Source: an optimization exercise on an open RTL-to-GDS flow (aim: small area). Production flows keep margins and buffers that such runs may drop.
At most, simulation tests tie the RTL to the original design; equivalence was not proved.
Only the layout flow was run in run 2; the RTL was not checked for function there.
The flow treats the clock pin as an ideal source, which a real chip does not have.
Power figures rest on the tool's default switching activity, not on a simulated workload.

==> design/flow/design.v <==
`timescale 1ns / 1ps
module D_FF(
    input clk,  
    input rst,  
    input en,  
    input D,  
    output reg Q
    );
    always @(posedge clk)
    begin
    if (rst) Q <= 1'b0;
    else if (en) Q <= D;
    end
endmodule
`timescale 1ns / 1ps
module Slow_Clock(
    input clk_in,
    input reset,
    output slow_clk_en
    );
    reg [7:0] counter;
    always @(posedge clk_in)
    begin
    if (reset)
    counter <= 0;
    else
    counter <= (counter >= 255) ? 8'd0 : counter + 8'd1;
    end
    assign slow_clk_en = (counter == 255) ? 1'b1 : 1'b0;
endmodule
`timescale 1ns / 1ps
module debounce(
    input clk_in,
    input reset,
    input pb,
    output led
    );
    wire clk_out;
    wire Q1, Q2, Q2_bar;
  Slow_Clock u1(clk_in, reset, clk_out);
  D_FF d1(clk_in, reset, clk_out, pb, Q1); 
  D_FF D2(clk_in, reset, clk_out, Q1, Q2); 
  assign Q2_bar = ~Q2;
  assign led = Q2_bar & Q1;
endmodule
`timescale 1ns / 1ps
module Decoder_7_segment(
    input [3:0] in,  
    output reg [6:0] seg  
    );
    always @(*)
    begin
    case (in)
    0: seg=7'b0000001;  
    1: seg=7'b1001111;  
    2: seg=7'b0010010;  
    3: seg=7'b0000110;  
    4: seg=7'b1001100;  
    5: seg=7'b0100100;  
    6: seg=7'b0100000;  
    7: seg=7'b0001111;  
    8: seg=7'b0000000;  
    9: seg=7'b0000100;  
    default: seg=7'b1111111;  
    endcase
    end
endmodule
`timescale 1ns / 1ps
module Sevenseg_driver(
    input clk,
    input rst,
    input clr,
    input [3:0] in1,
    input [3:0] in2,
    input [3:0] in3,
    input [3:0] in4,
    output reg [6:0] seg,
    output reg [3:0] an
    );
    wire [6:0] seg1, seg2, seg3, seg4;
    reg [5:0] segclk;
    localparam LEFT = 2'b00, MIDLEFT = 2'b01, MIDRIGHT = 2'b10, RIGHT = 2'b11;
    reg [1:0] state;
    Decoder_7_segment disp1(in1, seg1);
    Decoder_7_segment disp2(in2, seg2);
    Decoder_7_segment disp3(in3, seg3);
    Decoder_7_segment disp4(in4, seg4);
    always @(posedge clk)
    begin
    if (rst)
    segclk <= 0;
    else if (segclk == 63)
    segclk <= 0;
    else
    segclk <= segclk + 1'b1;
    end
    always @(posedge clk)
    begin
    if (rst || clr)
    begin
    seg <= 7'b1111111;
    an <= 4'b1111;
    state <= LEFT;
    end
    else if (segclk == 63)
    begin
    case (state)
    LEFT:
    begin
    seg <= seg1;
    an <= 4'b0111;
    state <= MIDLEFT;
    end
    MIDLEFT:
    begin
    seg <= seg2;
    an <= 4'b1011;
    state <= MIDRIGHT;
    end
    MIDRIGHT:
    begin
    seg <= seg3;
    an <= 4'b1101;
    state <= RIGHT;
    end
    RIGHT:
    begin
    seg <= seg4;
    an <= 4'b1110;
    state <= LEFT;
    end
    endcase
    end
    end
endmodule
`timescale 1ns / 1ps
module binarytoBCD(
    input [11:0] binary,
    output reg [3:0] thos,
    output reg [3:0] huns,
    output reg [3:0] tens,
    output reg [3:0] ones
    );
    reg [11:0] bcd_data, bcd_data2, bcd_data3;
    always @(*)  
    begin
    bcd_data = binary;  
    thos = bcd_data/1000;  
    bcd_data2 = bcd_data%1000;  
    huns = bcd_data2/100;  
    bcd_data3 = bcd_data2%100;  
    tens = bcd_data3/10;  
    ones = bcd_data3%10;  
    end
endmodule
`timescale 1ns / 1ps
module digital_clock(  
    input clk,
    input en,
    input rst,
    input hrup,
    input minup,
    output [3:0] s1,
    output [3:0] s2,
    output [3:0] m1,
    output [3:0] m2,
    output [3:0] h1,
    output [3:0] h2
    );
   reg [5:0] hour, min, sec;  
   reg [14:0] clkc;
   always @(posedge clk)
   begin 
   if (rst == 1'b1)
   begin
   {hour,min,sec} <= 0;
   clkc <= 0;
   end
   else if (minup == 1'b1)  
   if (min == 6'd59)
   min <=0;
   else 
   min <=min+1'd1;
   else if (hrup == 1'b1)
   if (hour ==23)
   hour <= 0;
   else
   hour <= hour +1;
   else if (en == 1'b1)
   if (clkc == 32_767)
   begin
   clkc <=0;
   if (sec == 6'd59)
   begin
   sec<=0;
   if(min== 6'd59)
   begin 
   min<=0;
   if (hour == 6'd23)
   hour<=0;
   else
   hour<= hour +1'd1;
   end
   else
   min <= min + 1'd1;
   end
   else
   sec<= sec+1'd1;
   end
   else
   clkc<=clkc + 1;
   end
   binarytoBCD secs(.binary(sec), .thos(), .huns(), .tens(s2), .ones(s1));
   binarytoBCD mins(.binary(min), .thos(), .huns(), .tens(m2), .ones(m1));
   binarytoBCD hours(.binary(hour), .thos(), .huns(), .tens(h2), .ones(h1));
endmodule
`timescale 1ns / 1ps
module Top_Module(
    input clk,  
    input rst,  
    input sw,  
    input btnC,  
    input btnU,   
    input btnR,   
    output [3:0] an,
    output [6:0] seg,
    output [7:0] led  
    );
    reg [7:0] cnt;
    always @(posedge clk)
        if (rst) cnt <= 8'd0;
        else cnt <= cnt + 8'd1;
    wire strobe = &cnt;               
    wire first  = (cnt == 8'd1);      
    reg qc1, qc2, qu1, qu2, qr1, qr2;
    always @(posedge clk)
        if (rst) {qc1, qc2, qu1, qu2, qr1, qr2} <= 6'd0;
        else if (strobe) {qc1, qc2, qu1, qu2, qr1, qr2} <= {btnC, qc1, btnU, qu1, btnR, qr1};
    wire clr   = rst | (qc1 & ~qc2);
    wire minup = first & qr1 & ~qr2;
    wire hrup  = first & qu1 & ~qu2 & ~minup;
    reg [14:0] clkc;
    reg [3:0] s1, m1, h1;
    reg [2:0] s2, m2;
    reg [1:0] h2;
    wire s1_9 = s1[3] & s1[0];
    wire s2_5 = s2[2] & s2[0];
    wire m1_9 = m1[3] & m1[0];
    wire m2_5 = m2[2] & m2[0];
    wire h1_9 = h1[3] & h1[0];
    wire h_23 = h2[1] & h1[1] & h1[0];
    wire run    = sw & ~minup & ~hrup;           
    wire sec_up = run & (&clkc);                 
    wire s2_up  = sec_up & s1_9;
    wire min_c  = s2_up & s2_5;                  
    wire min_up = minup | min_c;
    wire m2_up  = min_up & m1_9;
    wire hr_up  = hrup | (min_c & m1_9 & m2_5);
    wire h2_up  = hr_up & (h1_9 | h_23);
    function [3:0] inc9(input [3:0] q);
        inc9 = {(q[3] & ~q[0]) | (q[2] & q[1] & q[0]), q[2] ^ (q[1] & q[0]), (q[1] ^ q[0]) & ~q[3], ~q[0]};
    endfunction
    function [2:0] inc5(input [2:0] q);
        inc5 = {(q[2] & ~q[0]) | (q[1] & q[0]), (q[1] ^ q[0]) & ~q[2], ~q[0]};
    endfunction
    always @(posedge clk)
    begin
        if (clr) clkc <= 15'd0;
        else if (run) clkc <= clkc + 15'd1;
        if (clr) s1 <= 4'd0;
        else if (sec_up) s1 <= inc9(s1);
        if (clr) s2 <= 3'd0;
        else if (s2_up) s2 <= inc5(s2);
        if (clr) m1 <= 4'd0;
        else if (min_up) m1 <= inc9(m1);
        if (clr) m2 <= 3'd0;
        else if (m2_up) m2 <= inc5(m2);
        if (clr) h1 <= 4'd0;
        else if (hr_up) h1 <= h_23 ? 4'd0 : inc9(h1);
        if (clr) h2 <= 2'd0;
        else if (h2_up) h2 <= h_23 ? 2'd0 : {h2[0], ~h2[0]};
    end
    reg [3:0] dig;
    always @(posedge clk)
        if (rst) dig <= 4'hF;
        else if (cnt[5:0] == 6'd63)
            case (cnt[7:6])
                2'd0: dig <= {2'b00, h2};
                2'd1: dig <= h1;
                2'd2: dig <= {1'b0, m2};
                default: dig <= m1;
            endcase
    wire blank = dig[3] & dig[2];     
    assign an = blank ? 4'b1111 :
                (cnt[7:6] == 2'd1) ? 4'b0111 :
                (cnt[7:6] == 2'd2) ? 4'b1011 :
                (cnt[7:6] == 2'd3) ? 4'b1101 : 4'b1110;
    wire [3:0] d = dig;
    assign seg[6] = (~d[3] & ~d[2] & ~d[1] & d[0]) | (d[3] & d[2]) | (d[2] & ~d[1] & ~d[0]);
    assign seg[5] = ~((~d[3] & d[1] & d[0]) | ~d[2] | (~d[1] & ~d[0]));
    assign seg[4] = (d[3] & d[2]) | (~d[2] & d[1] & ~d[0]);
    assign seg[3] = (~d[3] & ~d[2] & ~d[1] & d[0]) | (d[2] & ~d[1] & ~d[0]) | (d[2] & d[1] & d[0]);
    assign seg[2] = (d[2] & ~d[1]) | d[0];
    assign seg[1] = (~d[3] & ~d[2] & d[0]) | (~d[2] & d[1]) | (d[1] & d[0]);
    assign seg[0] = (~d[3] & ~d[2] & ~d[1]) | (d[2] & d[1] & d[0]);
    assign led = {1'b0, s2, s1};
endmodule
==> design/flow/flow/run.sh <==
#!/bin/bash
# Own layout flow: the standard synthesis, its combinational logic re-mapped
# for area (flip-flops untouched; several ABC runs with different seeds, each
# proven equal to the standard netlist, the smallest kept), then the standard
# floorplan and placement with the smallest buffer on each port, a flat
# clock buffering (cts_manual.tcl) and the standard routing and finish.
# Each tool's output goes to its own log in this folder.
set -euo pipefail
W=$(pwd)
R=$W/orfs/results/$FLOW_PLATFORM/Top_Module/base
LIB=$FLOW_HOME/platforms/sky130hd/lib/sky130_fd_sc_hd__tt_025C_1v80.lib

bash standard.sh synth > $W/log_1_synth_standard.log 2>&1
cp $R/1_2_yosys.v $W/netlist_standard.v

remap() {
  local s=$1
  sed -e "s#@SEED@#$s#" flow/area.abc > $W/area_$s.abc
  sed -e "s#@LIB@#$LIB#g" -e "s#@IN@#$W/netlist_standard.v#" -e "s#@OUT@#$W/netlist_area_$s.v#" \
      -e "s#@ABC@#$W/area_$s.abc#" -e "s#@STAT@#$W/netlist_area_stat_$s.txt#" flow/resynth.ys > $W/resynth_$s.ys
  sed -e "s#@LIB@#$LIB#g" -e "s#@GOLD@#$W/netlist_standard.v#" -e "s#@GATE@#$W/netlist_area_$s.v#" \
      flow/equiv.ys > $W/equiv_$s.ys
  if yosys -s $W/resynth_$s.ys > $W/log_2_resynth_$s.log 2>&1 && \
     yosys -s $W/equiv_$s.ys > $W/log_3_equiv_$s.log 2>&1; then
    grep "Chip area" $W/netlist_area_stat_$s.txt | awk '{print $NF}' > $W/area_ok_$s.txt
  fi
}
for s in 1 2 3 4; do remap $s & done
wait

best=""; best_area=""
for s in 1 2 3 4; do
  if [[ -s $W/area_ok_$s.txt ]]; then
    a=$(cat $W/area_ok_$s.txt)
    echo "seed $s: area $a (proven equal)"
    if [[ -z $best ]] || awk -v a=$a -v b=$best_area 'BEGIN{exit !(a < b)}'; then best=$s; best_area=$a; fi
  else
    echo "seed $s: failed or not proven"
  fi
done
if [[ -n $best ]]; then
  echo "using the re-mapped netlist of seed $best ($best_area um2)"
  cp $W/netlist_area_$best.v $R/1_2_yosys.v
  rm -f $R/1_synth.odb
  bash standard.sh synth > $W/log_4_synth_odb.log 2>&1
else
  echo "keeping the standard netlist"
fi

bash standard.sh "BUFFER_PORTS_ARGS=-buffer_cell sky130_fd_sc_hd__buf_1" place > $W/log_5_place.log 2>&1
RESULTS=$R CLK_GROUPS=3 CLK_BUF=sky130_fd_sc_hd__clkbuf_8 \
  openroad -no_init -exit flow/cts_manual.tcl > $W/log_6_cts_manual.log 2>&1
bash standard.sh finish > $W/log_7_route_finish.log 2>&1
==> design/flow/flow/area.abc <==
strash
balance -l
resub -K 6 -l
rewrite -l
resub -K 6 -N 2 -l
refactor -l
resub -K 8 -l
balance -l
resub -K 8 -N 2 -l
rewrite -l
resub -K 10 -l
rewrite -z -l
resub -K 10 -N 2 -l
balance -l
resub -K 12 -l
refactor -z -l
resub -K 12 -N 2 -l
rewrite -z -l
balance -l
&get -n
&deepsyn -T 60 -S @SEED@
&put
&get -n
&dch -f
&nf -a -R 1000
&put
strash
&get -n
&dch -f
&nf -a -R 1000
&put
==> design/flow/flow/cts_manual.tcl <==
# Clock buffering in place of TritonCTS: the clock port drives CLK_GROUPS
# buffers directly, each driving the clock pins of one cluster of flip-flops
# (k-means on their placed locations), all at the same depth.
set platform $::env(FLOW_HOME)/platforms/sky130hd
read_lef $platform/lef/sky130_fd_sc_hd.tlef
read_lef $platform/lef/sky130_fd_sc_hd_merged.lef
read_liberty $platform/lib/sky130_fd_sc_hd__tt_025C_1v80.lib
set R $::env(RESULTS)
read_db $R/3_place.odb
read_sdc $R/3_place.sdc
source $platform/setRC.tcl

set k $::env(CLK_GROUPS)
set buf $::env(CLK_BUF)
set block [ord::get_db_block]
set net [$block findNet clk]
set sinks {}
foreach it [$net getITerms] {
  set inst [$it getInst]
  set loc [$inst getLocation]
  lappend sinks [list [lindex $loc 0] [lindex $loc 1] "[$inst getName]/[[$it getMTerm] getName]"]
}
set sinks [lsort -integer -index 0 $sinks]
set n [llength $sinks]
# initial centres: split the x-sorted sinks into k runs
set centres {}
for {set g 0} {$g < $k} {incr g} {
  set grp [lrange $sinks [expr {$g * $n / $k}] [expr {($g + 1) * $n / $k - 1}]]
  set sx 0.0; set sy 0.0
  foreach s $grp { set sx [expr {$sx + [lindex $s 0]}]; set sy [expr {$sy + [lindex $s 1]}] }
  lappend centres [list [expr {$sx / [llength $grp]}] [expr {$sy / [llength $grp]}]]
}
for {set iter 0} {$iter < 20} {incr iter} {
  for {set g 0} {$g < $k} {incr g} { set mem($g) {} }
  foreach s $sinks {
    set best 0; set bd 1e30
    for {set g 0} {$g < $k} {incr g} {
      set c [lindex $centres $g]
      set d [expr {abs([lindex $s 0] - [lindex $c 0]) + abs([lindex $s 1] - [lindex $c 1])}]
      if {$d < $bd} { set bd $d; set best $g }
    }
    lappend mem($best) $s
  }
  set centres {}
  for {set g 0} {$g < $k} {incr g} {
    set sx 0.0; set sy 0.0
    foreach s $mem($g) { set sx [expr {$sx + [lindex $s 0]}]; set sy [expr {$sy + [lindex $s 1]}] }
    set m [expr {max(1, [llength $mem($g)])}]
    lappend centres [list [expr {$sx / $m}] [expr {$sy / $m}]]
  }
}
for {set g 0} {$g < $k} {incr g} {
  if {[llength $mem($g)] == 0} continue
  set pins {}
  foreach s $mem($g) { lappend pins [get_pins [lindex $s 2]] }
  set c [lindex $centres $g]
  set dbu [$block getDbUnitsPerMicron]
  puts "clock group $g: [llength $mem($g)] sinks"
  insert_buffer -buffer_cell $buf -net clk -load_pins $pins \
    -location [list [expr {[lindex $c 0] / $dbu}] [expr {[lindex $c 1] / $dbu}]] \
    -buffer_name clkbuf_leaf_$g -net_name clknet_leaf_$g
}
foreach g [$block getNets] {
  if {[string match clknet_leaf_* [$g getName]] || [$g getName] == "clk"} { $g setSigType CLOCK }
}
set_propagated_clock [all_clocks]
detailed_placement
check_placement -verbose
estimate_parasitics -placement
report_clock_skew
set mx 0
foreach p [get_pins -hierarchical */CLK] { set s [get_property $p slew_max]; if {$s > $mx} {set mx $s} }
puts "largest clock pin slew (placement estimate): $mx"
puts "clock net pins: [llength [$net getITerms]]"
write_db $R/4_1_cts.odb
write_sdc -no_timestamp $R/4_cts.sdc
==> design/flow/flow/equiv.ys <==
# Prove the re-mapped netlist equal to the standard one, flip-flop for flip-flop.
read_liberty -ignore_miss_func @LIB@
read_verilog @GOLD@
rename Top_Module gold
read_verilog @GATE@
rename Top_Module gate
flatten gold gate
rename -hide gold/w:* gate/w:* %u gold/w:*.IQ gate/w:*.IQ %u %d
opt_clean gold gate
equiv_make gold gate equiv
hierarchy -top equiv
equiv_simple -seq 1
equiv_status -assert
==> design/flow/flow/resynth.ys <==
# Re-map the combinational logic of the standard synthesis netlist for area.
# The flip-flop instances are kept as they are (names, cell types, nets).
read_liberty -ignore_miss_func @LIB@
read_verilog @IN@
hierarchy -top Top_Module
setattr -mod -set keep_hierarchy 1 sky130_fd_sc_hd__df* sky130_fd_sc_hd__edf* sky130_fd_sc_hd__sdf* sky130_fd_sc_hd__sedf* sky130_fd_sc_hd__dl*
flatten
rename -hide w:*.*
opt_clean -purge
abc -liberty @LIB@ -dont_use sky130_fd_sc_hd__probe_p_8 -dont_use sky130_fd_sc_hd__probec_p_8 -dont_use sky130_fd_sc_hd__lpflow_bleeder_1 -dont_use sky130_fd_sc_hd__lpflow_clkbufkapwr_1 -dont_use sky130_fd_sc_hd__lpflow_clkbufkapwr_16 -dont_use sky130_fd_sc_hd__lpflow_clkbufkapwr_2 -dont_use sky130_fd_sc_hd__lpflow_clkbufkapwr_4 -dont_use sky130_fd_sc_hd__lpflow_clkbufkapwr_8 -dont_use sky130_fd_sc_hd__lpflow_clkinvkapwr_1 -dont_use sky130_fd_sc_hd__lpflow_clkinvkapwr_16 -dont_use sky130_fd_sc_hd__lpflow_clkinvkapwr_2 -dont_use sky130_fd_sc_hd__lpflow_clkinvkapwr_4 -dont_use sky130_fd_sc_hd__lpflow_clkinvkapwr_8 -dont_use sky130_fd_sc_hd__lpflow_decapkapwr_12 -dont_use sky130_fd_sc_hd__lpflow_decapkapwr_3 -dont_use sky130_fd_sc_hd__lpflow_decapkapwr_4 -dont_use sky130_fd_sc_hd__lpflow_decapkapwr_6 -dont_use sky130_fd_sc_hd__lpflow_decapkapwr_8 -dont_use sky130_fd_sc_hd__lpflow_inputiso0n_1 -dont_use sky130_fd_sc_hd__lpflow_inputiso0p_1 -dont_use sky130_fd_sc_hd__lpflow_inputiso1n_1 -dont_use sky130_fd_sc_hd__lpflow_inputiso1p_1 -dont_use sky130_fd_sc_hd__lpflow_inputisolatch_1 -dont_use sky130_fd_sc_hd__lpflow_isobufsrc_1 -dont_use sky130_fd_sc_hd__lpflow_isobufsrc_16 -dont_use sky130_fd_sc_hd__lpflow_isobufsrc_2 -dont_use sky130_fd_sc_hd__lpflow_isobufsrc_4 -dont_use sky130_fd_sc_hd__lpflow_isobufsrc_8 -dont_use sky130_fd_sc_hd__lpflow_isobufsrckapwr_16 -dont_use sky130_fd_sc_hd__lpflow_lsbuf_lh_hl_isowell_tap_1 -dont_use sky130_fd_sc_hd__lpflow_lsbuf_lh_hl_isowell_tap_2 -dont_use sky130_fd_sc_hd__lpflow_lsbuf_lh_hl_isowell_tap_4 -dont_use sky130_fd_sc_hd__lpflow_lsbuf_lh_isowell_4 -dont_use sky130_fd_sc_hd__lpflow_lsbuf_lh_isowell_tap_1 -dont_use sky130_fd_sc_hd__lpflow_lsbuf_lh_isowell_tap_2 -dont_use sky130_fd_sc_hd__lpflow_lsbuf_lh_isowell_tap_4  -script @ABC@
opt_clean -purge
hilomap -singleton -hicell sky130_fd_sc_hd__conb_1 HI -locell sky130_fd_sc_hd__conb_1 LO
splitnets
opt_clean -purge
select Top_Module
tee -o @STAT@ stat -liberty @LIB@
write_verilog -noattr -nohex -nodec -selected @OUT@
==> design/flow/standard.sh <==
#!/bin/bash
# synth_recipe.tcl (not shown) runs the flow's synth.tcl, then flattens the netlist and writes it again
# the make line also repeats each setting of config.mk as NAME=value (left out here)
make -C /OpenROAD-flow-scripts/flow DESIGN_CONFIG=/design/flow/config.mk WORK_HOME=/design/flow/orfs CLKGATE_MAP_FILE= SYNTH_SCRIPT=/design/flow/synth_recipe.tcl "${@:-finish}"
==> design/flow/config.mk <==
export PLATFORM = sky130hd
export DESIGN_NAME = Top_Module
export DESIGN_NICKNAME = Top_Module
export VERILOG_FILES = /design/flow/design.v
export SDC_FILE = /design/flow/constraint.sdc
export NUM_CORES = 4
export LEC_CHECK = 0
export CAP_MARGIN = 20
export CORE_AREA = 2.3 2.72 59.8 59.84
export DIE_AREA = 0 0 62 62
export PLACE_DENSITY = 0.8
export SLEW_MARGIN = 20
==> design/flow/constraint.sdc <==
create_clock -name core_clock -period 20.0 [get_ports {clk}]
set_input_delay 4.0000 -clock core_clock [delete_from_list [all_inputs] [get_ports {clk}]]
set_output_delay 4.0000 -clock core_clock [all_outputs]
set_load 0.01 [all_outputs]
==> results of run 1 <==
[power by group]
group | internal (µW) | switching (µW)
Combinational | 1.75 | 3.82
Clock | 13.9 | 24.1
Sequential | 107 | 1.03
Total | 122 | 28.9
[layer usage]
metal | global-route usage [%] | wire length, µm | up-vias | part of all wire (%)
met1 | 23.63 | 1712 | 745 | 47
met3 | 1.863 | 142 | 6 | 3.9
li1 | - | - | 894 | -
met2 | 34.08 | 1714 | 27 | 47
met4 | 2.128 | 46 | 0 | 1.3
met5 | 0 | 0 | - | 0
[sequential cells by signal, summed over array words and instances, names as in the netlist, named ones only]
signal,flops
clkc,15
cnt,8
dig,4
h1,4
h2,2
m1,3
m2,2
qc1,1
qc2,1
qr1,1
qr2,1
qu1,1
qu2,1
s1,3
s2,2
[final cells by class]
cell class	instances	area, µm²
Clock buffer	3	41.29
Fill cell	295	1074
Inverter	3	11.26
Multi-Input combinational cell	175	953.4
Sequential cell	53	1061
Tap cell	46	57.56
Timing Repair Buffer	23	86.33
[worst min path at each step]
stage	end	slack, ns	depth (start not counted)
finish	clkc[13]	0.47	1
global route	qu2	0.49	1
detailed placement	qu2	0.45	1
global placement	qu2	0.45	1
floorplan	cnt[0]	0.43	1
[worst max-delay path: stages]
cell and delay (ns):
buf_1 0.06, and3_1 0.19, and3_1 0.24, and3_1 0.25
and3_1 0.21, and2_0 0.23, and3_1 0.21, and2_0 0.23
and3_1 0.22, and2_0 0.23, and3_1 0.24, and2_0 0.34
and3_1 0.29, a32o_1 0.19, and2_0 0.36, and3_1 0.31
nand2_1 0.07, a21boi_0 0.27, and2_0 0.28, nand2_1 0.10
nor3_1 0.22, nor2_1 0.07, a21oi_1 0.11
[stage by stage]
stage / hold WS [ns] / utilization (%) / cell area (µm²)
finish: 0.4690 / 67.31 / 2211
global route: 0.4887 / 67.31 / 2211
detailed placement: 0.4549 / 66.06 / 2170
global placement: 0.4499 / 66.06 / 2170
floorplan: 0.4296 / - / 2026
==> run summary, run 1 <==
status=finished clean; Die Wd=62 µm; Die H=62 µm; syn nets=237; WL/cell=11.93 µm; commonest cells after routing, fill and taps aside=dfxtp_1, a21oi_1, nor2_1; vias in the first global route=1287; max-slew violations=0; Setup Skew=0.01642 ns; hpwl dp=2654 µm; Worst R2R Path Depth=26; non-filler cells, final=303; Data required, critical path=20.10 ns; final wirelength=3616 µm; leakage power=0.0007960 µW; Worst slew margin=52.50%; count of maximum capacitance violations=0; Pwr Total=151.1 µW; worst r2r src=cnt[6]; HP Class=reg2reg; Mapped Area=2026 µm²; post-route setup slack=11.19 ns; global placement routability congestion=0.7394; pin count of the biggest net entering global routing=23; die area=3844 µm²; ratio of cells with drive above 1 in the final layout=1.167%; final setup vio count=0; Setup TNS=0 ns; CP Class=in2reg; Clock Latency Late Sink=0.16 ns; Synth Instances=231; Slew @ Worst Pin=0.7125 ns; n_diodes=0; layout overhead on the synthesized area=9.141%; Mapped Avg Cell Area=8.769 µm²; CP Capture Point=h1[2]; min-delay src=clkc[13]; Cells after DPL=300; initial antenna violation count=0; Final nets=265; Ys Warns=1; Max IR drop VDD=63.10 µV; global route overflow=0; unrepaired setup endpoints after global routing=no; Final ANT Viol Nets=0; # rows=21; drt pass-1 iters=4; Crit Path Max Fanout=9; Setup crit start kind=primary input; Initial DRC Count=74; vias=1672; CP startpoint=sw; CP arrival=8.91 ns; commonest non-fill, non-tap cell in the layout=dfxtp_1; FF-to-FF End=h2[1]; core area=3284 µm²; starting density of the core=61.68%; global-route usage over all layers=18.36%; Vias/cell=5.518; final hold vios=0; CP endpoint kind=register; FF-to-FF setup slack=14.06 ns; period utilization=44.06%; # port buffers=23; fin crit period=8.812 ns; first-pass GRT wire length=5533 µm; DRC viols=0; fmax=113.5 MHz; Top-Level Pins=25; CTS clk-pin slew, worst paths=0.10 ns; pwr/cell area=68.36 nW/µm²; Post-Place Worst Slack=11.05 ns
==> inputs of run 2 (changes only) <==
--- a/design/flow/design.v
+++ b/design/flow/design.v
@@ -227,10 +227,15 @@
     output [7:0] led  
     );
-    reg [7:0] cnt;
+    reg [5:0] lo;
+    reg [1:0] hi;
+    wire lo_end = (lo == 6'd0);       
     always @(posedge clk)
-        if (rst) cnt <= 8'd0;
-        else cnt <= cnt + 8'd1;
-    wire strobe = &cnt;               
-    wire first  = (cnt == 8'd1);      
+        if (rst) lo <= 6'd1;
+        else lo <= {lo[4:0], lo[5] ^ lo[4] ^ (lo[4:0] == 5'd0)};
+    always @(posedge clk)
+        if (rst) hi <= 2'd0;
+        else if (lo_end) hi <= hi + 2'd1;
+    wire strobe = lo_end & (&hi);                     
+    wire first  = (lo == 6'b000010) & (hi == 2'd0);   
     reg qc1, qc2, qu1, qu2, qr1, qr2;
     always @(posedge clk)
@@ -240,5 +245,5 @@
     wire minup = first & qr1 & ~qr2;
     wire hrup  = first & qu1 & ~qu2 & ~minup;
-    reg [14:0] clkc;
+    reg [14:0] clkc;                  
     reg [3:0] s1, m1, h1;
     reg [2:0] s2, m2;
@@ -251,5 +256,6 @@
     wire h_23 = h2[1] & h1[1] & h1[0];
     wire run    = sw & ~minup & ~hrup;           
-    wire sec_up = run & (&clkc);                 
+    wire clkc_z = (clkc[13:0] == 14'd0);
+    wire sec_up = run & clkc_z & ~clkc[14];      
     wire s2_up  = sec_up & s1_9;
     wire min_c  = s2_up & s2_5;                  
@@ -266,6 +272,6 @@
     always @(posedge clk)
     begin
-        if (clr) clkc <= 15'd0;
-        else if (run) clkc <= clkc + 15'd1;
+        if (clr) clkc <= 15'd1;
+        else if (run) clkc <= {clkc[13:0], clkc[14] ^ clkc[13] ^ clkc_z};
         if (clr) s1 <= 4'd0;
         else if (sec_up) s1 <= inc9(s1);
@@ -284,6 +290,6 @@
     always @(posedge clk)
         if (rst) dig <= 4'hF;
-        else if (cnt[5:0] == 6'd63)
-            case (cnt[7:6])
+        else if (lo_end)
+            case (hi)
                 2'd0: dig <= {2'b00, h2};
                 2'd1: dig <= h1;
@@ -293,7 +299,7 @@
     wire blank = dig[3] & dig[2];     
     assign an = blank ? 4'b1111 :
-                (cnt[7:6] == 2'd1) ? 4'b0111 :
-                (cnt[7:6] == 2'd2) ? 4'b1011 :
-                (cnt[7:6] == 2'd3) ? 4'b1101 : 4'b1110;
+                (hi == 2'd1) ? 4'b0111 :
+                (hi == 2'd2) ? 4'b1011 :
+                (hi == 2'd3) ? 4'b1101 : 4'b1110;
     wire [3:0] d = dig;
     assign seg[6] = (~d[3] & ~d[2] & ~d[1] & d[0]) | (d[3] & d[2]) | (d[2] & ~d[1] & ~d[0]);
--- a/design/flow/flow/run.sh
+++ b/design/flow/flow/run.sh
@@ -1,5 +1,5 @@
 #!/bin/bash
 # Own layout flow: the standard synthesis, its combinational logic re-mapped
-# for area (flip-flops untouched; several ABC runs with different seeds, each
+# for area (flip-flops untouched; eight ABC runs with different seeds and mapping settings, each
 # proven equal to the standard netlist, the smallest kept), then the standard
 # floorplan and placement with the smallest buffer on each port, a flat
@@ -16,5 +16,8 @@
 remap() {
   local s=$1
-  sed -e "s#@SEED@#$s#" flow/area.abc > $W/area_$s.abc
+  local seed=$(( (s - 1) % 4 + 1 ))
+  local nf="-a -R 1000"
+  if (( s > 4 )); then nf="-a -R 1000 -C 32 -F 8 -A 8 -p"; fi
+  sed -e "s#@SEED@#$seed#" -e "s#@NF@#$nf#g" flow/area.abc > $W/area_$s.abc
   sed -e "s#@LIB@#$LIB#g" -e "s#@IN@#$W/netlist_standard.v#" -e "s#@OUT@#$W/netlist_area_$s.v#" \
       -e "s#@ABC@#$W/area_$s.abc#" -e "s#@STAT@#$W/netlist_area_stat_$s.txt#" flow/resynth.ys > $W/resynth_$s.ys
@@ -28,7 +31,9 @@
 for s in 1 2 3 4; do remap $s & done
 wait
+for s in 5 6 7 8; do remap $s & done
+wait
 
 best=""; best_area=""
-for s in 1 2 3 4; do
+for s in 1 2 3 4 5 6 7 8; do
   if [[ -s $W/area_ok_$s.txt ]]; then
     a=$(cat $W/area_ok_$s.txt)
--- a/design/flow/flow/area.abc
+++ b/design/flow/flow/area.abc
@@ -23,9 +23,9 @@
 &get -n
 &dch -f
-&nf -a -R 1000
+&nf @NF@
 &put
 strash
 &get -n
 &dch -f
-&nf -a -R 1000
+&nf @NF@
 &put
==> run summary, run 2 <==
Slew @ Worst Pin=0.9187 ns (+0.2062 ns); final wirelength=3817 µm (+5.6%); pwr/cell area=75.36 nW/µm² (+10%); Mapped Area=2019 µm² (-0.31%); Worst R2R Path Depth=17 (-35%); Vias/cell=5.700 (+3.3%); Final nets=259 (-2.3%); commonest cells after routing, fill and taps aside=dfxtp_1, nor2_1, nand2_1; Worst Hold Path Cells=2 (+1); core area=3284 µm² (unchanged); fin crit period=6.576 ns (-2.236 ns); Setup crit start kind=primary input; # port buffers=23 (unchanged); final setup vio count=0 (unchanged); n_diodes=0 (unchanged); CTS clk-pin slew, worst paths=0.12 ns (+0.02 ns); GR Util met2=34.67% (+0.60 points); HP Class=reg2reg; Hold Slack=0.4277 ns (-0.04123 ns); max-slew violations=0 (unchanged); Final ANT Viol Nets=0 (unchanged); global-route usage over all layers=19.63% (+1.3 points); crit path max-delay cell type=a21oi_1; global placement routability congestion=0.7670 (+3.7%); Crit Path Max Fanout=7 (-2); Top-Level Pins=25 (unchanged); WL/cell=12.85 µm (+7.7%); # rows=21 (unchanged); layout overhead on the synthesized area=9.480%; CP endpoint kind=register; ratio of cells with drive above 1 in the final layout=1.594% (+0.43 points); pin count of the biggest net entering global routing=24 (+4.3%); Setup TNS=0 ns (unchanged); drt pass-1 iters=4 (unchanged); fmax=152.1 MHz (+34%); DRC viols=0 (unchanged); global route overflow=0 (unchanged); vias in the first global route=1420 (+10%); fin area=2211 µm² (unchanged); Worst slew margin=38.53% (-14 points); period utilization=32.88% (-11 points); Fillers=283 (-4.1%); CP Class=in2reg; initial antenna violation count=0 (unchanged); CP arrival=6.64 ns (-2.27 ns); status=finished clean; leakage power=0.0008004 µW (+0.56%); unrepaired setup endpoints after global routing=no; hpwl dp=2770 µm (+4.4%); area post-placement=2163 µm² (-0.29%); Setup Skew=0.03692 ns (+0.02050 ns); starting density of the core=61.49% (-0.19 points); Die H=62 µm (unchanged); CP max stage delay=0.40 ns (+0.04 ns); Data required, critical path=20.06 ns (-0.04 ns); vias=1693 (+1.3%); FF-to-FF setup slack=16.40 ns (+2.34 ns); final hold vios=0 (unchanged); Initial DRC Count=66 (-11%); count of maximum capacitance violations=0 (unchanged); Synth Instances=225 (-2.6%); Clock Latency Late Sink=0.17 ns (about the same); Max IR drop VDD=72.32 µV (+15%); Die Wd=62 µm (unchanged); Mapped Avg Cell Area=8.975 µm² (+2.3%); Regs by FF count=clkc x15, lo x6; syn nets=231 (-2.5%); Post-Place Worst Slack=13.35 ns (+2.304 ns); die area=3844 µm² (unchanged); first-pass GRT wire length=5975 µm (+8.0%); met1 Use GR=26.57% (+2.9 points); Top reg by flops=clkc; CP dominant cell by count=nand2_1; GRT Max-Usage Layer=met2; Pwr Total=166.6 µW (+10%); worst-path cell chain=buf_1 > nand3_1 > nor4_1 > and3_1 > and2_0 > nand2_1 > nand2_1 > and2_0 > and3_1 > nand2_1 > a21oi_1 > a21oi_1 > nor2_1 > nor2_1; met3 usage=1.656% (-0.21 points); Ys Warns=1 (unchanged); post-route setup slack=13.42 ns (+2.236 ns); commonest non-fill, non-tap cell in the layout=dfxtp_1; max FFs per register=15 (unchanged)
run 2: cell count changes in the layout (fill, tap and decap cells not counted), sizes merged, moves of 4 or more:
cell   before  now
a21oi      33   15
a22o        7   21
and3       12    4
nand2      17   25
nor3       15    8
nor2b       2    6
nor4        0    4
run 2: critical path, delay by kind of cell:
| kind | cells | cell delay, ns |
|---|---|---|
| buffers and inverters | 1 | 0.11 |
| AND/OR/NAND/NOR | 11 | 1.95 |
| AO/OA/AOI/OAI | 2 | 0.59 |
run 2: path summary, 6_finish.rpt:
check / start / to
setup / recovery: sw / h2[0]
hold / removal: s2[1] / register
setup reg to reg: hi[0] / h2[0]
hold reg to reg: s2[1] / register
run 2: through the flow:
stage	util [%]	std cells
2_1_floorplan	-	225
3_3_place_gp	65.87	294
3_5_place_dp	65.87	294
5_1_grt	67.31	297
6_report	67.31	297
run 2: routing by layer:
layer	up-vias	wire length [µm]	part of all wire (%)
li1	868	-	-
met1	789	1856	49
met2	34	1812	47
met3	2	120	3.1
met4	0	27	0.71
met5	-	0	0
run 2: cell type report:
type                       instances  area, µm²  area share, %
clock buffer                       3      41.29          1.868
sequential                        53       1061          47.99
tap                               46      57.56          2.603
timing repair buffer              23      86.33          3.905
inverter                           6      22.52          1.019
multi-input combinational        166      942.2          42.61
run 2: power by group:
part           internal, µW  switching [µW]
combinational          6.19            11.0
sequential              108            2.71
clock                  13.9            24.5
==> inputs of run 3 (changes only) <==
--- a/design/flow/design.v
+++ b/design/flow/design.v
@@ -246,13 +246,13 @@
     wire hrup  = first & qu1 & ~qu2 & ~minup;
     reg [14:0] clkc;                  
-    reg [3:0] s1, m1, h1;
-    reg [2:0] s2, m2;
-    reg [1:0] h2;
+    reg [3:0] s1, m1, h1;             
+    reg [2:0] s2, m2;                 
+    reg [1:0] h2;                     
     wire s1_9 = s1[3] & s1[0];
     wire s2_5 = s2[2] & s2[0];
-    wire m1_9 = m1[3] & m1[0];
-    wire m2_5 = m2[2] & m2[0];
-    wire h1_9 = h1[3] & h1[0];
-    wire h_23 = h2[1] & h1[1] & h1[0];
+    wire m1_9 = m1[3] & m1[2];
+    wire m2_5 = m2[2] & ~m2[1];
+    wire h1_9 = h1[3] & h1[2];
+    wire h_23 = h2[1] & h1[2] & h1[0];
     wire run    = sw & ~minup & ~hrup;           
     wire clkc_z = (clkc[13:0] == 14'd0);
@@ -270,4 +270,14 @@
         inc5 = {(q[2] & ~q[0]) | (q[1] & q[0]), (q[1] ^ q[0]) & ~q[2], ~q[0]};
     endfunction
+    function [3:0] cinc9(input [3:0] q);
+        cinc9 = {(~q[3] & q[2] & ~q[1]) | (q[3] & ~q[2]), q[1], q[0],
+                 (~q[3] & ~q[2]) | (~q[2] & ~q[1] & ~q[0])};
+    endfunction
+    function [2:0] cinc5(input [2:0] q);
+        cinc5 = {q[1], q[0], ~q[2]};
+    endfunction
+    function [1:0] cinc2(input [1:0] q);
+        cinc2 = {~q[1] & q[0], ~q[1]};
+    endfunction
     always @(posedge clk)
     begin
@@ -279,15 +289,15 @@
         else if (s2_up) s2 <= inc5(s2);
         if (clr) m1 <= 4'd0;
-        else if (min_up) m1 <= inc9(m1);
+        else if (min_up) m1 <= cinc9(m1);
         if (clr) m2 <= 3'd0;
-        else if (m2_up) m2 <= inc5(m2);
+        else if (m2_up) m2 <= cinc5(m2);
         if (clr) h1 <= 4'd0;
-        else if (hr_up) h1 <= h_23 ? 4'd0 : inc9(h1);
+        else if (hr_up) h1 <= h_23 ? 4'd0 : cinc9(h1);
         if (clr) h2 <= 2'd0;
-        else if (h2_up) h2 <= h_23 ? 2'd0 : {h2[0], ~h2[0]};
+        else if (h2_up) h2 <= h_23 ? 2'd0 : cinc2(h2);
     end
     reg [3:0] dig;
     always @(posedge clk)
-        if (rst) dig <= 4'hF;
+        if (rst) dig <= 4'b0101;
         else if (lo_end)
             case (hi)
@@ -297,5 +307,5 @@
                 default: dig <= m1;
             endcase
-    wire blank = dig[3] & dig[2];     
+    wire blank = dig[2] & ~dig[1] & dig[0];      
     assign an = blank ? 4'b1111 :
                 (hi == 2'd1) ? 4'b0111 :
@@ -303,11 +313,11 @@
                 (hi == 2'd3) ? 4'b1101 : 4'b1110;
     wire [3:0] d = dig;
-    assign seg[6] = (~d[3] & ~d[2] & ~d[1] & d[0]) | (d[3] & d[2]) | (d[2] & ~d[1] & ~d[0]);
-    assign seg[5] = ~((~d[3] & d[1] & d[0]) | ~d[2] | (~d[1] & ~d[0]));
-    assign seg[4] = (d[3] & d[2]) | (~d[2] & d[1] & ~d[0]);
-    assign seg[3] = (~d[3] & ~d[2] & ~d[1] & d[0]) | (d[2] & ~d[1] & ~d[0]) | (d[2] & d[1] & d[0]);
-    assign seg[2] = (d[2] & ~d[1]) | d[0];
-    assign seg[1] = (~d[3] & ~d[2] & d[0]) | (~d[2] & d[1]) | (d[1] & d[0]);
-    assign seg[0] = (~d[3] & ~d[2] & ~d[1]) | (d[2] & d[1] & d[0]);
+    assign seg[6] = (~d[3] & ~d[1] & d[0]) | (~d[3] & d[1] & ~d[0]);
+    assign seg[5] = (~d[3] & d[2] & ~d[1]) | (d[3] & ~d[2] & ~d[1] & ~d[0]);
+    assign seg[4] = (~d[3] & ~d[2] & d[1]) | (d[2] & ~d[1] & d[0]);
+    assign seg[3] = (~d[3] & d[1] & ~d[0]) | (~d[1] & d[0]);
+    assign seg[2] = d[2] | (~d[1] & d[0]);
+    assign seg[1] = d[0];
+    assign seg[0] = (~d[3] & ~d[2] & ~d[1]) | (~d[1] & d[0]);
     assign led = {1'b0, s2, s1};
 endmodule
--- a/design/flow/flow/cts_manual.tcl
+++ b/design/flow/flow/cts_manual.tcl
@@ -1,5 +1,5 @@
 # Clock buffering in place of TritonCTS: the clock port drives CLK_GROUPS
 # buffers directly, each driving the clock pins of one cluster of flip-flops
-# (k-means on their placed locations), all at the same depth.
+# (balanced k-means on their placed locations), all at the same depth.
 set platform $::env(FLOW_HOME)/platforms/sky130hd
 read_lef $platform/lef/sky130_fd_sc_hd.tlef
@@ -31,14 +31,23 @@
   lappend centres [list [expr {$sx / [llength $grp]}] [expr {$sy / [llength $grp]}]]
 }
+# balanced k-means: each cluster takes at most ceil(n/k) sinks, assigned
+# greedily in order of distance to the cluster centres
+set cap [expr {($n + $k - 1) / $k}]
 for {set iter 0} {$iter < 20} {incr iter} {
-  for {set g 0} {$g < $k} {incr g} { set mem($g) {} }
-  foreach s $sinks {
-    set best 0; set bd 1e30
+  set pairs {}
+  for {set i 0} {$i < $n} {incr i} {
+    set s [lindex $sinks $i]
     for {set g 0} {$g < $k} {incr g} {
       set c [lindex $centres $g]
-      set d [expr {abs([lindex $s 0] - [lindex $c 0]) + abs([lindex $s 1] - [lindex $c 1])}]
-      if {$d < $bd} { set bd $d; set best $g }
+      lappend pairs [list [expr {abs([lindex $s 0] - [lindex $c 0]) + abs([lindex $s 1] - [lindex $c 1])}] $i $g]
     }
-    lappend mem($best) $s
+  }
+  set pairs [lsort -real -index 0 $pairs]
+  for {set g 0} {$g < $k} {incr g} { set mem($g) {}; set size($g) 0 }
+  array unset done
+  foreach pr $pairs {
+    lassign $pr d i g
+    if {[info exists done($i)] || $size($g) >= $cap} continue
+    set done($i) 1; incr size($g); lappend mem($g) [lindex $sinks $i]
   }
   set centres {}
==> run summary, run 3 <==
FF-to-FF setup slack=17.02 ns (+0.62 ns); Worst Hold Path Cells=2 (unchanged); Regs by FF count=clkc x15, lo x6; starting density of the core=61.18% (-0.30 points); Max IR drop VDD=63.96 µV (-12%); Worst slew margin=39.01% (+0.48 points); DRC viols=0 (unchanged); vias=1613 (-4.7%); Storage cell area=1061 µm² (unchanged); CTS clk-pin slew, worst paths=0.10 ns (-0.02 ns); final hold vios=0 (unchanged); Die H=62 µm (unchanged); Hold EP=m2[0]; pin count of the biggest net entering global routing=19 (-21%); Final ANT Viol Nets=0 (unchanged); unrepaired setup endpoints after global routing=no; Buffers & Inverters on Critical Path=1 (unchanged); pwr/cell area=78.09 nW/µm² (+3.6%); Synth Instances=212 (-5.8%); Data required, critical path=20.11 ns (+0.05 ns); Mapped Area=2009 µm² (-0.50%); Clock Latency Late Sink=0.16 ns (about the same); min-delay src=m2[0]; Final nets=246 (-5.0%); status=finished clean; Initial DRC Count=71 (+7.6%); first-pass GRT wire length=5637 µm (-5.7%); ratio of cells with drive above 1 in the final layout=1.681% (+0.087 points); max-slew violations=0 (unchanged); Cells after DPL=281 (-4.4%); # port buffers=23 (unchanged); Setup TNS=0 ns (unchanged); worst-path cell chain=buf_1 > nand3_1 > nor3_1 > and3_1 > nand2_1 > nand2_1 > nand2_1 > nor4b_1 > a22o_1; CP dominant cell by count=nand2_1; commonest non-fill, non-tap cell in the layout=dfxtp_1; fmax=172.5 MHz (+13%); period utilization=28.98% (-3.9 points); global-route usage over all layers=18.52% (-1.1 points); Top reg by flops=clkc; die area=3844 µm² (unchanged); core area=3284 µm² (unchanged); non-filler cells, final=284 (-4.4%); worst r2r src=hi[0]; final wirelength=3483 µm (-8.8%); CP arrival=5.90 ns (-0.74 ns); Fillers=300 (+6.0%); count of maximum capacitance violations=0 (unchanged); Vias/cell=5.680 (-0.36%); hpwl dp=2582 µm (-6.8%); Worst R2R Path Depth=11 (-6); layout overhead on the synthesized area=9.527% (about the same); area of the multi-input gates=939.7 µm² (-0.27%); Die Wd=62 µm (unchanged); Ys Warns=1 (unchanged); drt pass-1 iters=4 (unchanged); CP startpoint=sw; Mapped Avg Cell Area=9.478 µm² (+5.6%); Setup crit start kind=primary input; global route overflow=0 (unchanged); syn nets=218 (-5.6%); WL/cell=12.26 µm (-4.6%); leakage power=0.0008037 µW (+0.40%); initial antenna violation count=0 (unchanged); crit-path leading delay family=simple AND/OR/NAND/NOR gates; commonest cells after routing, fill and taps aside=dfxtp_1, a22o_1, nor2_1; Setup Skew=0.003140 ns (-0.03378 ns); global placement routability congestion=0.7665 (about the same); final setup vio count=0 (unchanged); vias in the first global route=1290 (-9.2%); FF-to-FF End=h2[1]; CP max stage delay=0.39 ns (about the same); CP endpoint kind=register; crit path max-delay cell type=nor4b_1; n_diodes=0 (unchanged); Slew @ Worst Pin=0.9114 ns (-0.007243 ns); HP Class=reg2reg; Crit Path Max Fanout=9 (+2); Top-Level Pins=25 (unchanged); fin crit period=5.796 ns (-0.7807 ns); max FFs per register=15 (unchanged); CP Class=in2reg; # rows=21 (unchanged)
## run 3: cell types whose count changed in the layout (fill, tap and decap cells not counted), moves of 4 or more
cell,delta
o21ai_0,-7
a21oi_1,-6
a22oi_1,-6
a22o_1,+5
nand2_1,-5
nor2b_1,+4
## run 3: final cells by class
type | count | share of cell area, %
Clock buffer | 3 | 1.876
Inverter | 4 | 0.6822
Multi-Input combinational cell | 155 | 42.69
Sequential cell | 53 | 48.21
Tap cell | 46 | 2.615
Timing Repair Buffer | 23 | 3.923
## run 3: worst max-delay path by stage
stage                         end  slack (ns)  cells past startpoint
after floorplan             h2[1]       14.48                      8
after global placement    clkc[0]       14.08                      5
after detailed placement    h2[1]       14.08                      9
after global routing        h2[1]       13.90                      9
final                       h2[1]       14.20                      9
## run 3: per-layer routing
metal	vias to the layer above	part of all wire, %	routed length (µm)	global-route usage, %
li1	848	-	-	-
met1	739	54	1889	30.47
met2	24	42	1463	27.53
met3	2	3.2	111	1.242
met4	0	0.55	19	1.520
met5	-	0	0	0
## run 3: report_power, final
| part | switching (µW) | internal [µW] | leakage, µW |
|---|---|---|---|
| combinational | 12.7 | 6.63 | 0.000353 |
| clock | 24.9 | 13.9 | 0.0000216 |
| sequential | 4.87 | 109 | 0.000430 |
## run 3: stage by stage
stage                     setup slack, ns  total power, µW  hold WS, ns  instance area, µm²  utilization (%)
after floorplan                     14.48            128.8       0.4431                2009                -
after global routing                13.90            181.0       0.5001                2201            67.01
after global placement              14.08            135.1       0.4565                2153            65.56
after detailed placement            14.08            135.4       0.4627                2153            65.56
final                               14.20            171.9       0.4844                2201            67.01
## run 3: worst reg2reg max path: cells and delay by family (launching register included)
| kind | cells | cell delay (ns) |
|---|---|---|
| and+or+nand+nor | 10 | 2.24 |
| DFF | 1 | 0.51 |
| AOI/OAI and AO/OA | 1 | 0.18 |
==> inputs of run 4 (changes only) <==
--- a/design/flow/flow/run.sh
+++ b/design/flow/flow/run.sh
@@ -1,5 +1,5 @@
 #!/bin/bash
 # Own layout flow: the standard synthesis, its combinational logic re-mapped
-# for area (flip-flops untouched; eight ABC runs with different seeds and mapping settings, each
+# for area (flip-flops untouched; twelve ABC runs with different seeds and mapping settings, each
 # proven equal to the standard netlist, the smallest kept), then the standard
 # floorplan and placement with the smallest buffer on each port, a flat
@@ -16,7 +16,7 @@
 remap() {
   local s=$1
-  local seed=$(( (s - 1) % 4 + 1 ))
+  local seed=$s
   local nf="-a -R 1000"
-  if (( s > 4 )); then nf="-a -R 1000 -C 32 -F 8 -A 8 -p"; fi
+  if (( s % 2 == 0 )); then nf="-a -R 1000 -C 32 -F 8 -A 8 -p"; fi
   sed -e "s#@SEED@#$seed#" -e "s#@NF@#$nf#g" flow/area.abc > $W/area_$s.abc
   sed -e "s#@LIB@#$LIB#g" -e "s#@IN@#$W/netlist_standard.v#" -e "s#@OUT@#$W/netlist_area_$s.v#" \
@@ -29,11 +29,12 @@
   fi
 }
-for s in 1 2 3 4; do remap $s & done
-wait
-for s in 5 6 7 8; do remap $s & done
-wait
+CANDIDATES="1 2 3 4 5 6 7 8 9 10 11 12"
+for batch in "1 2 3 4" "5 6 7 8" "9 10 11 12"; do
+  for s in $batch; do remap $s & done
+  wait
+done
 
 best=""; best_area=""
-for s in 1 2 3 4 5 6 7 8; do
+for s in $CANDIDATES; do
   if [[ -s $W/area_ok_$s.txt ]]; then
     a=$(cat $W/area_ok_$s.txt)
--- a/design/flow/flow/area.abc
+++ b/design/flow/flow/area.abc
@@ -19,5 +19,5 @@
 balance -l
 &get -n
-&deepsyn -T 60 -S @SEED@
+&deepsyn -T 90 -S @SEED@
 &put
 &get -n
--- a/design/flow/config.mk
+++ b/design/flow/config.mk
@@ -6,7 +6,7 @@
 export NUM_CORES = 4
 export LEC_CHECK = 0
-export CAP_MARGIN = 20
+export CAP_MARGIN = 0
 export CORE_AREA = 2.3 2.72 59.8 59.84
 export DIE_AREA = 0 0 62 62
 export PLACE_DENSITY = 0.8
-export SLEW_MARGIN = 20
+export SLEW_MARGIN = 0
==> run summary, run 4 <==
Storage cell area=1061 µm² (unchanged); CTS clk-pin slew, worst paths=0.10 ns (about the same); global placement routability congestion=0.8044 (+4.9%); pin count of the biggest net entering global routing=19 (unchanged); commonest cells after routing, fill and taps aside=dfxtp_1, a22o_1, buf_1; Top-Level Pins=25 (unchanged); ratio of cells with drive above 1 in the final layout=1.282% (-0.40 points); Final nets=242 (-1.6%); final hold vios=0 (unchanged); layout overhead on the synthesized area=9.210%; starting density of the core=61.22% (about the same); drt pass-1 iters=4 (unchanged); Final ANT Viol Nets=0 (unchanged); Mapped Avg Cell Area=9.667 µm² (+2.0%); HP Class=reg2reg; Data required, critical path=20.06 ns (-0.05 ns); first-pass GRT wire length=5789 µm (+2.7%); Vias/cell=5.718 (+0.67%); CP endpoint kind=register; Slew @ Worst Pin=1.253 ns (+0.3415 ns); # rows=21 (unchanged); max-slew violations=0 (unchanged); vias in the first global route=1306 (+1.2%); uppermost routed layer=met4; Ys Warns=1 (unchanged); Max IR drop VDD=71.85 µV (+12%); final wirelength=3729 µm (+7.1%); WL met2=1712 µm (+17%); area of the multi-input gates=927.1 µm² (-1.3%); fin crit period=6.663 ns (+0.8673 ns); WL/cell=13.32 µm (+8.6%); Clock Latency Late Sink=0.16 ns (about the same); Fillers=293 (-2.3%); leakage power=0.0007982 µW (-0.68%); Top reg by flops=clkc; DRC viols=0 (unchanged); hpwl dp=2615 µm (+1.3%); die area=3844 µm² (unchanged); syn nets=214 (-1.8%); CP max stage delay=0.87 ns (+0.48 ns); Buffers & Inverters on Critical Path=1 (unchanged); pwr/cell area=77.96 nW/µm² (-0.16%); Crit Path Max Fanout=6 (-3); Die H=62 µm (unchanged); initial antenna violation count=0 (unchanged); # port buffers=23 (unchanged); global route overflow=0 (unchanged); unrepaired setup endpoints after global routing=no; commonest non-fill, non-tap cell in the layout=dfxtp_1; DR WL met3=121 µm (+9.0%); Worst slew margin=16.08% (-23 points); Regs by FF count=clkc x15, lo x6; Setup crit start kind=primary input; Pwr Total=171.2 µW (-0.39%); status=finished clean; n_diodes=0 (unchanged); global-route usage over all layers=19.07% (+0.55 points); fmax=150.1 MHz (-13%); final setup vio count=0 (unchanged); core area=3284 µm² (unchanged); Synth Instances=208 (-1.9%); max FFs per register=15 (unchanged); DRT met1 WL=1848 µm (-2.2%); vias=1601 (-0.74%); CP Class=in2reg; count of maximum capacitance violations=0 (unchanged); Die Wd=62 µm (unchanged); Initial DRC Count=69 (-2.8%); period utilization=33.32% (+4.3 points); Mapped Area=2011 µm² (about the same); crit-path leading delay family=compound AO/OA/AOI/OAI gates; worst-path cell chain=buf_1 > nand3_1 > nor3_1 > and3_1 > nand2_1 > o41ai_1 > and2_0 > a31o_1 > a21oi_1 > a22o_1; Setup TNS=0 ns (unchanged); crit path max-delay cell type=o41ai_1; Setup Skew=0.006067 ns (+0.002927 ns); CP arrival=6.73 ns (+0.83 ns)
[run 4: cell count changes in the layout (fill, tap and decap cells not counted), moves of 2 or more]
cell | previous run | this run
a211oi_1 | 1 | 3
a21oi_1 | 9 | 4
clkinv_1 | 4 | 6
nand4_1 | 0 | 2
nor2_1 | 25 | 19
nor2b_1 | 10 | 13
nor3b_1 | 1 | 4
o21ai_0 | 7 | 5
[run 4: through the flow]
| stage | instance area, µm² | std cells | util, % | hold WS, ns | setup WS (ns) |
|---|---|---|---|---|---|
| finish | 2196 | 280 | 66.86 | 0.4830 | 13.34 |
| global route | 2196 | 280 | 66.86 | 0.5115 | 13.06 |
| detailed placement | 2155 | 277 | 65.60 | 0.4607 | 13.20 |
| global placement | 2155 | 277 | 65.60 | 0.4594 | 13.35 |
| floorplan | 2011 | 208 | - | 0.4404 | 13.69 |
[run 4: cell type report]
type | instances | area share [%]
inverter | 6 | 1.026
tap | 46 | 2.621
clock buffer | 3 | 1.880
sequential | 53 | 48.32
multi-input combinational | 149 | 42.22
timing repair buffer | 23 | 3.932
[run 4: layer usage]
| metal | up-vias | track usage [%] |
|---|---|---|
| li1 | 825 | - |
| met1 | 738 | 26.23 |
| met2 | 34 | 33.48 |
| met3 | 4 | 1.449 |
| met4 | 0 | 2.736 |
| met5 | - | 0 |
[run 4: final timing paths]
kind                             from     end  slack (ns)  cells past startpoint
worst max-delay path               sw   h2[1]       13.34                     10
worst min-delay path            m1[3]  dig[3]        0.48                      2
worst max register to register  hi[0]   h2[1]       16.19                     12
worst min register to register  m1[3]  dig[3]        0.48                      2
[run 4: report_power, final]
part           switching, µW  internal, µW  leakage [µW]  total, µW
registers               4.67           109      0.000429        113
clock network           24.8          13.9     0.0000216       38.7
logic                   12.7          6.50      0.000347       19.2
[run 4: worst reg2reg max path, stage by stage, from the launching register on]
cell     delay, ns
dfxtp_1       0.53
nor2_1        0.19
nor4b_1       0.21
nand4_1       0.15
nand3_1       0.14
nor3_1        0.40
and3_1        0.27
nand2_1       0.09
o41ai_1       0.87
and2_0        0.37
a31o_1        0.21
a21oi_1       0.07
a22o_1        0.24
==> inputs of run 5 (changes only) <==
--- a/design/flow/design.v
+++ b/design/flow/design.v
@@ -251,8 +251,8 @@
     wire s1_9 = s1[3] & s1[0];
     wire s2_5 = s2[2] & s2[0];
-    wire m1_9 = m1[3] & m1[2];
-    wire m2_5 = m2[2] & ~m2[1];
-    wire h1_9 = h1[3] & h1[2];
-    wire h_23 = h2[1] & h1[2] & h1[0];
+    wire m1_9 = (m1[3] & m1[2]);
+    wire m2_5 = (m2[2] & m2[0]);
+    wire h1_9 = (h1[3] & h1[2]);
+    wire h_23 = (~h2[0]) & ((h1[2] & h1[1]));
     wire run    = sw & ~minup & ~hrup;           
     wire clkc_z = (clkc[13:0] == 14'd0);
@@ -271,12 +271,12 @@
     endfunction
     function [3:0] cinc9(input [3:0] q);
-        cinc9 = {(~q[3] & q[2] & ~q[1]) | (q[3] & ~q[2]), q[1], q[0],
-                 (~q[3] & ~q[2]) | (~q[2] & ~q[1] & ~q[0])};
+        cinc9 = {(~q[3] & q[2] & q[0]) | (q[3] & ~q[2]),
+                 ~q[0], (~q[3] & ~q[2]) | (~q[2] & ~q[1] & q[0]), ~q[1]};
     endfunction
     function [2:0] cinc5(input [2:0] q);
-        cinc5 = {q[1], q[0], ~q[2]};
+        cinc5 = {~q[0], ~q[2], ~q[1]};
     endfunction
     function [1:0] cinc2(input [1:0] q);
-        cinc2 = {~q[1] & q[0], ~q[1]};
+        cinc2 = {q[0], ~q[1] | ~q[0]};
     endfunction
     always @(posedge clk)
@@ -288,16 +288,16 @@
         if (clr) s2 <= 3'd0;
         else if (s2_up) s2 <= inc5(s2);
-        if (clr) m1 <= 4'd0;
+        if (clr) m1 <= 4'b0001;
         else if (min_up) m1 <= cinc9(m1);
-        if (clr) m2 <= 3'd0;
+        if (clr) m2 <= 3'b001;
         else if (m2_up) m2 <= cinc5(m2);
-        if (clr) h1 <= 4'd0;
-        else if (hr_up) h1 <= h_23 ? 4'd0 : cinc9(h1);
-        if (clr) h2 <= 2'd0;
-        else if (h2_up) h2 <= h_23 ? 2'd0 : cinc2(h2);
+        if (clr) h1 <= 4'b0001;
+        else if (hr_up) h1 <= h_23 ? 4'b0001 : cinc9(h1);
+        if (clr) h2 <= 2'b01;
+        else if (h2_up) h2 <= h_23 ? 2'b01 : cinc2(h2);
     end
     reg [3:0] dig;
     always @(posedge clk)
-        if (rst) dig <= 4'b0101;
+        if (rst) dig <= 4'b0111;
         else if (lo_end)
             case (hi)
@@ -307,5 +307,5 @@
                 default: dig <= m1;
             endcase
-    wire blank = dig[2] & ~dig[1] & dig[0];      
+    wire blank = (dig[2] & dig[1] & dig[0]);      
     assign an = blank ? 4'b1111 :
                 (hi == 2'd1) ? 4'b0111 :
@@ -313,11 +313,11 @@
                 (hi == 2'd3) ? 4'b1101 : 4'b1110;
     wire [3:0] d = dig;
-    assign seg[6] = (~d[3] & ~d[1] & d[0]) | (~d[3] & d[1] & ~d[0]);
-    assign seg[5] = (~d[3] & d[2] & ~d[1]) | (d[3] & ~d[2] & ~d[1] & ~d[0]);
-    assign seg[4] = (~d[3] & ~d[2] & d[1]) | (d[2] & ~d[1] & d[0]);
-    assign seg[3] = (~d[3] & d[1] & ~d[0]) | (~d[1] & d[0]);
-    assign seg[2] = d[2] | (~d[1] & d[0]);
-    assign seg[1] = d[0];
-    assign seg[0] = (~d[3] & ~d[2] & ~d[1]) | (~d[1] & d[0]);
+    assign seg[6] = (~d[3] & ~d[1] & ~d[0]) | (~d[3] & d[1] & d[0]);
+    assign seg[5] = (~d[3] & d[2] & d[0]) | (d[3] & ~d[2] & ~d[1] & d[0]);
+    assign seg[4] = (~d[3] & ~d[2] & ~d[0]) | (d[2] & d[1] & d[0]);
+    assign seg[3] = (~d[3] & ~d[1] & ~d[0]) | (d[1] & d[0]);
+    assign seg[2] = d[2] | (d[1] & d[0]);
+    assign seg[1] = d[1];
+    assign seg[0] = (~d[3] & ~d[2] & ~d[1]) | (d[1] & d[0]);
     assign led = {1'b0, s2, s1};
 endmodule
==> run summary, run 5 <==
die area=3844 µm² (unchanged); crit path max-delay cell type=a21boi_0; Mapped Area=1994 µm² (-0.81%); final hold vios=0 (unchanged); commonest cells after routing, fill and taps aside=dfxtp_1, buf_1, nor2_1; met1 Use GR=27.55% (+1.3 points); global route overflow=0 (unchanged); # rows=21 (unchanged); Clock Latency Late Sink=0.16 ns (about the same); layout overhead on the synthesized area=9.285% (about the same); pin count of the biggest net entering global routing=19 (unchanged); Setup TNS=0 ns (unchanged); area of the multi-input gates=914.6 µm² (-1.3%); n_diodes=0 (unchanged); Data required, critical path=20.06 ns (about the same); commonest non-fill, non-tap cell in the layout=dfxtp_1; Top-Level Pins=25 (unchanged); Max IR drop VDD=64.59 µV (-10%); Worst slew margin=22.98% (+6.9 points); initial antenna violation count=0 (unchanged); count of maximum capacitance violations=0 (unchanged); Top reg by flops=clkc; HP Class=reg2reg; Regs by FF count=clkc x15, lo x6; crit-path leading delay family=simple AND/OR/NAND/NOR gates; CTS clk-pin slew, worst paths=0.10 ns (about the same); # port buffers=23 (unchanged); drt pass-1 iters=4 (unchanged); ratio of cells with drive above 1 in the final layout=1.255% (-0.027 points); unrepaired setup endpoints after global routing=no; Slew @ Worst Pin=1.150 ns (-0.1031 ns); pwr/cell area=75.45 nW/µm² (-3.2%); global placement routability congestion=0.7738 (-3.8%); fin crit period=7.203 ns (+0.5398 ns); Storage cell area=1061 µm² (unchanged); WL/cell=12.90 µm (-3.2%); Setup crit start kind=primary input; Crit Path Max Fanout=8 (+2); first-pass GRT wire length=5671 µm (-2.0%); Mapped Avg Cell Area=9.363 µm² (-3.1%); Fillers=270 (-7.8%); Vias/cell=5.674 (-0.77%); Die Wd=62 µm (unchanged); DRC viols=0 (unchanged); Synth Instances=213 (+2.4%); met3 usage=1.242% (-0.21 points); final setup vio count=0 (unchanged); Pwr Total=164.5 µW (-3.9%); CP max stage delay=0.68 ns (-0.19 ns); GR Util met2=31.10% (-2.4 points); Die H=62 µm (unchanged); CP arrival=7.27 ns (+0.54 ns); final wirelength=3676 µm (-1.4%); Core Util, Final=66.36% (-0.50 points); Post-Place Worst Slack=12.66 ns (-0.5439 ns); CP Class=in2reg; status=finished clean; Final ANT Viol Nets=0 (unchanged); period utilization=36.01% (+2.7 points); Buffers & Inverters on Critical Path=1 (unchanged); GRT Max-Usage Layer=met2; fmax=138.8 MHz (-7.5%); Initial DRC Count=115 (+67%); leakage power=0.0008215 µW (+2.9%); syn nets=219 (+2.3%); CP endpoint kind=register; Final nets=247 (+2.1%); max FFs per register=15 (unchanged); worst-path cell chain=buf_1 > nand3_1 > nor4_1 > and2_0 > and3_1 > nand2_1 > nand2_1 > and3_1 > nand3_1 > a21boi_0 > a31oi_1 > a21oi_1 > nor2_1 > nor2_1 > nor2_1; post-route setup slack=12.80 ns (-0.5398 ns); core area=3284 µm² (unchanged); Ys Warns=1 (unchanged); vias in the first global route=1307 (+0.077%); CP dominant cell by count=nor2_1; vias=1617 (+1.0%); starting density of the core=60.72% (-0.50 points); hpwl dp=2674 µm (+2.2%); global-route usage over all layers=18.62% (-0.45 points); Setup Skew=0.007143 ns (+0.001076 ns); max-slew violations=0 (unchanged)
## run 5: final cells by class
cell class	count	share of cell area [%]
sequential	53	48.68
multi-input combinational	155	41.96
timing repair buffer	23	3.961
tap	46	2.641
clock buffer	3	1.894
inverter	5	0.8611
## run 5: path summary, 6_finish.rpt
check / startpoint / end / slack [ns] / depth (start not counted)
worst max-delay path: sw / h2[1] / 12.80 / 15
worst min-delay path: s1[2] / s1[2] / 0.48 / 1
worst max register to register: hi[0] / h2[1] / 15.66 / 18
worst min register to register: s1[2] / s1[2] / 0.48 / 1
## run 5: layer usage
metal | share of wire, % | routed length (µm)
met1 | 51 | 1857
met2 | 44 | 1624
met3 | 4.6 | 170
met4 | 0.65 | 24
met5 | 0 | 0
## run 5: where the power goes
part           switching, µW  internal (µW)  leakage (µW)
registers               2.66            108      0.000430
logic                   9.86           5.38      0.000370
clock network           24.9           13.9     0.0000216
## run 5: worst reg2reg max path: cells and delay by family (launching register included)
family | cells | cell delay [ns]
AO/OA/AOI/OAI | 3 | 1.22
flip-flops | 1 | 0.52
AND/OR/NAND/NOR | 15 | 2.52
## run 5: stage by stage
| stage | cells | hold slack [ns] | area [µm²] |
|---|---|---|---|
| 5_1_grt | 285 | 0.5049 | 2180 |
| 3_3_place_gp | 282 | 0.4565 | 2138 |
| 6_report | 285 | 0.4826 | 2180 |
| 2_1_floorplan | 213 | 0.4392 | 1994 |
| 3_5_place_dp | 282 | 0.4645 | 2138 |

[afterwards: timing with drivers on the ports]
The results above use ideal ports. As a check the final layouts listed here were re-extracted and re-timed, cells and wires unchanged. Step 1, drivers: a clkbuf_16 drives clk and a buf_2 each remaining input, both assumed. Step 2 moves the port delays by t, midway between the first and last clock arrival at a register: inputs arrive t later, outputs are due t later. That takes back most of the time a late clock gives input paths. Slacks: no drivers / after step 1 / after step 2; pairs: no drivers / after step 1.
| run | t, ns | setup slack, ns | hold WS [ns] | worst data-port slew with drivers (ns) |
|---|---|---|---|---|
| run 1 | 0.197 | 11.188 / 11.210 / 11.014 | 0.469 / 0.469 / 0.469 | 0.03 |
| run 2 | 0.196 | 13.424 / 13.443 / 13.248 | 0.428 / 0.428 / 0.428 | 0.03 |
| run 3 | 0.196 | 14.204 / 14.220 / 14.025 | 0.484 / 0.484 / 0.484 | 0.03 |
| run 4 | 0.198 | 13.337 / 13.357 / 13.159 | 0.483 / 0.483 / 0.483 | 0.03 |
| run 5 | 0.197 | 12.797 / 12.817 / 12.620 | 0.483 / 0.483 / 0.483 | 0.03 |
After both steps setup and hold are still met in every run listed. For run 3, which loses most, drivers alone change the setup slack by +0.016 ns; drivers and shift together by -0.179 ns.
